This design comes from an exercise in tuning for small area on the open sky130 flow, not from production work.
Function was checked by simulation only, so behaviour that the tests miss may differ from the original.

## run 3
==> flow/design.v <==
`timescale 1ns / 1ps
module synch_fifo #(
    parameter   FIFO_WIDTH = 32,                       
    parameter   FIFO_DEPTH = 16,                       
    parameter   FIFO_PTR = 4                           
) (
    input       clk,                                   
    input       rst_n,                                 
    input       fifo_wren,                             
    input       fifo_rden,                             
    input       [FIFO_WIDTH-1:0] fifo_wrdata,          
    output      [FIFO_WIDTH-1:0] fifo_rddata,          
    output      fifo_full,                             
    output      fifo_empty,                            
    output      [FIFO_PTR:0] fifo_room_avail,          
    output      [FIFO_PTR:0] fifo_data_avail           
);
reg [FIFO_WIDTH-1:0] mem [0:FIFO_DEPTH-1];       
reg [FIFO_PTR-1:0] count;                        
wire shift, shift_n;                             
wire [FIFO_PTR-1:0] count_nxt;
fifo_ctl u_ctl (
    .wren(fifo_wren), .rden(fifo_rden), .count(count), .count_nxt(count_nxt),
    .full(fifo_full), .empty(fifo_empty), .room(fifo_room_avail), .shift(shift),
    .shift_n(shift_n)
);
assign fifo_data_avail = {1'b0, count};
wire [FIFO_WIDTH-1:0] mem_d [0:FIFO_DEPTH-1];
genvar p, q;
generate
    for (p = 0; p < FIFO_DEPTH; p = p + 1) begin : g_place
        wire [FIFO_WIDTH-1:0] a = (p == 0) ? fifo_wrdata : mem[p == 0 ? 0 : p-1];
        for (q = 0; q < FIFO_WIDTH; q = q + 1) begin : g_bit
            fifo_hold u_hold (.a(a[q]), .q(mem[p][q]), .s(shift), .sn(shift_n), .y(mem_d[p][q]));
        end
    end
endgenerate
integer i;
always @(posedge clk) begin
    for (i = 0; i < FIFO_DEPTH; i = i + 1)
        mem[i] <= mem_d[i];
end
always @(posedge clk or negedge rst_n) begin
    if (!rst_n)
        count <= 0;
    else
        count <= count_nxt;
end
wire [FIFO_DEPTH-1:0] sel;
fifo_dec u_dec (.a(count), .y(sel));
genvar b, w;
generate
    for (b = 0; b < FIFO_WIDTH; b = b + 1) begin : g_bit
        wire [FIFO_DEPTH-1:0] col;
        for (w = 0; w < FIFO_DEPTH; w = w + 1) begin : g_word
            assign col[w] = mem[w][b];
        end
        wire [5:0] y;
        for (w = 0; w < 5; w = w + 1) begin : g_grp
            fifo_aoi222 u_aoi (.a(col[3*w+2:3*w]), .s(sel[3*w+2:3*w]), .y(y[w]));
        end
        fifo_nand2 u_last (.a(col[15]), .b(sel[15]), .y(y[5]));
        fifo_nand6 u_out (.a(y), .y(fifo_rddata[b]));
    end
endgenerate
endmodule
module fifo_ctl (
    input        wren,
    input        rden,
    input  [3:0] count,
    output [3:0] count_nxt,
    output       full,
    output       empty,
    output [4:0] room,
    output       shift,
    output       shift_n
);
wire o1 = count[0] | count[1];
wire o2 = o1 | count[2];
wire a1 = count[0] & count[1];
wire a2 = a1 & count[2];
assign full = a2 & count[3];
assign empty = ~(o2 | count[3]);
assign room = {empty, count[3] ^ o2, count[2] ^ o1, count[1] ^ count[0], count[0]};
assign shift = wren & ~full;
assign shift_n = ~(wren & ~full);
wire en = (wren ^ rden) & (wren ? ~full : ~empty);
wire [3:0] tog = {en & (wren ? a2 : ~o2), en & (wren ? a1 : ~o1), en & ~(wren ^ count[0]), en};
assign count_nxt = count ^ tog;
endmodule
module fifo_hold (
    input  a,
    input  q,
    input  s,
    input  sn,
    output y
);
assign y = (a & s) | (q & sn);
endmodule
module fifo_dec (
    input  [3:0] a,
    output [15:0] y
);
wire [3:0] lo_n, hi_n;
fifo_dec2n u_lo (.a(a[1:0]), .y_n(lo_n));
fifo_dec2n u_hi (.a(a[3:2]), .y_n(hi_n));
genvar k;
generate
    for (k = 0; k < 16; k = k + 1) begin : g_sel
        fifo_nor2 u_nor (.a(lo_n[k%4]), .b(hi_n[k/4]), .y(y[k]));
    end
endgenerate
endmodule
module fifo_dec2n (
    input  [1:0] a,
    output [3:0] y_n
);
assign y_n = ~(4'd1 << a);
endmodule
module fifo_nor2 (
    input  a,
    input  b,
    output y
);
assign y = ~(a | b);
endmodule
module fifo_aoi222 (
    input  [2:0] a,
    input  [2:0] s,
    output y
);
assign y = ~|(a & s);
endmodule
module fifo_nand2 (
    input  a,
    input  b,
    output y
);
assign y = ~(a & b);
endmodule
module fifo_nand6 (
    input  [5:0] a,
    output y
);
assign y = ~&a;
endmodule
Settings: LEC_CHECK=0, CAP_MARGIN=0, CORE_MARGIN=2, CORE_UTILIZATION=60, SLEW_MARGIN=0, SYNTH_HIERARCHICAL=1; clock period 10.0 ns.
standard.sh (not shown) runs the stock make flow with config.mk's settings and CLKGATE_MAP_FILE= SYNTH_SCRIPT=/design/flow/synth_recipe.tcl, a recipe that flattens the netlist after the stock synthesis.
==> flow/flow/run.sh <==
#!/bin/bash
# The standard layout, with smaller port buffers and no CTS dummy loads.
set -euo pipefail
export BUFFER_PORTS_ARGS="-buffer_cell sky130_fd_sc_hd__buf_1"
export CTS_ARGS="-sink_clustering_enable -repair_clock_nets -dont_use_dummy_load -buf_list sky130_fd_sc_hd__clkbuf_4 -sink_clustering_size 10 -sink_clustering_max_diameter 50"
bash standard.sh finish > standard.log 2>&1
Modified inputs, run 4 compared to run 3
--- a/flow/design.v
+++ b/flow/design.v
@@ -24,13 +24,26 @@
     .full(fifo_full), .empty(fifo_empty), .room(fifo_room_avail), .shift(shift),
     .shift_n(shift_n)
 );
 assign fifo_data_avail = {1'b0, count};
+reg phase;
+always @(posedge clk or negedge rst_n) begin
+    if (!rst_n)
+        phase <= 1'b0;
+    else
+        phase <= !phase;
+end
+wire [FIFO_WIDTH-1:0] wr_enc;                    
+wire [FIFO_WIDTH-1:0] rd_enc;                    
 wire [FIFO_WIDTH-1:0] mem_d [0:FIFO_DEPTH-1];
 genvar p, q;
 generate
+    for (q = 0; q < FIFO_WIDTH; q = q + 1) begin : g_io
+        fifo_xor2 u_wr (.a(fifo_wrdata[q]), .b(phase), .y(wr_enc[q]));
+        fifo_xor2 u_rd (.a(rd_enc[q]), .b(phase), .y(fifo_rddata[q]));
+    end
     for (p = 0; p < FIFO_DEPTH; p = p + 1) begin : g_place
-        wire [FIFO_WIDTH-1:0] a = (p == 0) ? fifo_wrdata : mem[p == 0 ? 0 : p-1];
+        wire [FIFO_WIDTH-1:0] a = (p == 0) ? wr_enc : mem[p == 0 ? 0 : p-1];
         for (q = 0; q < FIFO_WIDTH; q = q + 1) begin : g_bit
             fifo_hold u_hold (.a(a[q]), .q(mem[p][q]), .s(shift), .sn(shift_n), .y(mem_d[p][q]));
         end
     end
@@ -59,9 +72,9 @@
         for (w = 0; w < 5; w = w + 1) begin : g_grp
             fifo_aoi222 u_aoi (.a(col[3*w+2:3*w]), .s(sel[3*w+2:3*w]), .y(y[w]));
         end
         fifo_nand2 u_last (.a(col[15]), .b(sel[15]), .y(y[5]));
-        fifo_nand6 u_out (.a(y), .y(fifo_rddata[b]));
+        fifo_nand6 u_out (.a(y), .y(rd_enc[b]));
     end
 endgenerate
 endmodule
 module fifo_ctl (
@@ -94,9 +107,16 @@
     input  s,
     input  sn,
     output y
 );
-assign y = (a & s) | (q & sn);
+assign y = ~((a | sn) & (q | s));
+endmodule
+module fifo_xor2 (
+    input  a,
+    input  b,
+    output y
+);
+assign y = a ^ b;
 endmodule
 module fifo_dec (
     input  [3:0] a,
     output [15:0] y
### Flow results
From run 3 to run 4 the numbers moved as follows: flip-flop and latch count ~0 delta; final net count +66; insertion delay of the later-clocked pin in the worst-skew pair ~0 delta; row count -3.2%; post-synthesis net count +66.
Per the comparison of run 4 with run 3, fraction of area in multi-input gates shrank by 2.5 points; count of clock-net buffers in the final layout rose by 1.8%.

* * *

Another version of the RTL of synch_fifo (not shown whole).
For scale: ~1,900 cells after synthesis, about 560 flip-flops, roughly 80 I/O pins, about 28,000 um^2 of cells after synthesis.
==> module synch_fifo, before the edit <==
module synch_fifo #(
    parameter   FIFO_WIDTH = 32,                       
    parameter   FIFO_DEPTH = 16,                       
    parameter   FIFO_PTR = 4                           
) (
    input       clk,                                   
    input       rst_n,                                 
    input       fifo_wren,                             
    input       fifo_rden,                             
    input       [FIFO_WIDTH-1:0] fifo_wrdata,          
    output reg  [FIFO_WIDTH-1:0] fifo_rddata,          
    output      fifo_full,                             
    output      fifo_empty,                            
    output      [FIFO_PTR:0] fifo_room_avail,          
    output      [FIFO_PTR:0] fifo_data_avail           
);
reg [FIFO_WIDTH-1:0] mem [0:FIFO_DEPTH-1];       
reg [FIFO_PTR-1:0] wr_ptr, rd_ptr;               
reg [FIFO_PTR:0] count;                          
assign fifo_data_avail = count;
assign fifo_full = (count == FIFO_DEPTH - 1);        
assign fifo_empty = (count == 0);                
assign fifo_room_avail = FIFO_DEPTH - count;
always @(posedge clk or negedge rst_n) begin
    if (!rst_n) begin
        wr_ptr <= 0;
        rd_ptr <= 0;
        count <= 0;
    end else begin
        if (fifo_wren && !fifo_full && !fifo_rden) begin
            mem[wr_ptr] <= fifo_wrdata;
            wr_ptr <= (wr_ptr + 1) % FIFO_DEPTH;
            count <= count + 1;
        end
        if (fifo_rden && !fifo_wren && !fifo_empty) begin
            fifo_rddata <= mem[rd_ptr];
            rd_ptr <= (rd_ptr + 1) % FIFO_DEPTH;
            count <= count - 1;
        end
        if (fifo_wren && fifo_rden && !fifo_full) begin
            if (fifo_empty)
                fifo_rddata <= fifo_wrdata;
            else begin
                mem[wr_ptr] <= fifo_wrdata;
                fifo_rddata <= mem[rd_ptr];
                wr_ptr <= wr_ptr + 1;
                rd_ptr <= rd_ptr + 1;
            end
        end
    end
end
endmodule
clock: 10.0 ns
lec_check: 0
cap_margin: 20
core_margin: 2
core_utilization: 40
slew_margin: 20
run.sh (not shown) runs the stock make flow with config.mk's settings and CLKGATE_MAP_FILE= SYNTH_SCRIPT=/design/flow/synth_recipe.tcl, a recipe that flattens the netlist after the stock synthesis.
Stock flow here: none of the scripts above is used.
Next try:
==> flow/design.v (replaced) <==
`timescale 1ns / 1ps
module synch_fifo #(
    parameter   FIFO_WIDTH = 32,                       
    parameter   FIFO_DEPTH = 16,                       
    parameter   FIFO_PTR = 4                           
) (
    input       clk,                                   
    input       rst_n,                                 
    input       fifo_wren,                             
    input       fifo_rden,                             
    input       [FIFO_WIDTH-1:0] fifo_wrdata,          
    output      [FIFO_WIDTH-1:0] fifo_rddata,          
    output      fifo_full,                             
    output      fifo_empty,                            
    output      [FIFO_PTR:0] fifo_room_avail,          
    output      [FIFO_PTR:0] fifo_data_avail           
);
reg [FIFO_WIDTH-1:0] mem [0:FIFO_DEPTH-1];       
reg [FIFO_PTR-1:0] count;                        
assign fifo_full = (count == FIFO_DEPTH - 1);
assign fifo_empty = (count == 0);
assign fifo_data_avail = {1'b0, count};
assign fifo_room_avail = FIFO_DEPTH - {1'b0, count};
assign fifo_rddata = mem[count];
wire shift = fifo_wren && !fifo_full;
integer i;
always @(posedge clk) begin
    if (shift) begin
        mem[0] <= fifo_wrdata;
        for (i = 1; i < FIFO_DEPTH; i = i + 1)
            mem[i] <= mem[i-1];
    end
end
always @(posedge clk or negedge rst_n) begin
    if (!rst_n)
        count <= 0;
    else if (fifo_wren && !fifo_rden && !fifo_full)
        count <= count + 1'b1;
    else if (fifo_rden && !fifo_wren && !fifo_empty)
        count <= count - 1'b1;
end
endmodule
The new run completed with no timing, DRC or antenna violations.
Worst setup slack gets worse by 1.6 ns.
Cell area is lower by 27%.
Die area is lower by 30%.
Non-clock buffer count is lower by 11.
Area after synthesis is lower by 30%.

==> re-timing with driven ports <==
Ports are ideal in the flow. The routed layouts listed here were re-timed in OpenROAD.
Step 1 sets driving cells, clkbuf_16 on the clock port and buf_2 on the other inputs (assumed; they add their load-dependent delay and slew).
Step 2 moves the port delays by t, midway between the first and last clock arrival at a register: inputs arrive t later, outputs are due t later. That takes back most of the time a late clock gives input paths.
Slacks: ideal ports / drivers / drivers and shift; pairs: ideal ports / drivers.
run	shift t [ns]	setup slack, ns	worst register clock-pin slew, ns	worst slew at a driven data input, ns	cell pins on the clock port's net
run 3	0.762	4.526 / 4.483 / 4.769	0.12 / 0.12	0.03	1
run 4	0.758	4.366 / 4.321 / 4.913	0.12 / 0.12	0.03	1
the first run of note 2	0.676	5.140 / 5.177 / 4.501	0.06 / 0.06	0.08	1
the second run of note 2	0.635	3.570 / 3.511 / 4.146	0.06 / 0.06	0.04	1
After both steps setup and hold are still met in every run listed. For the first run of note 2, which loses most, drivers alone change the setup slack by +0.037 ns; drivers and shift together by -0.639 ns.
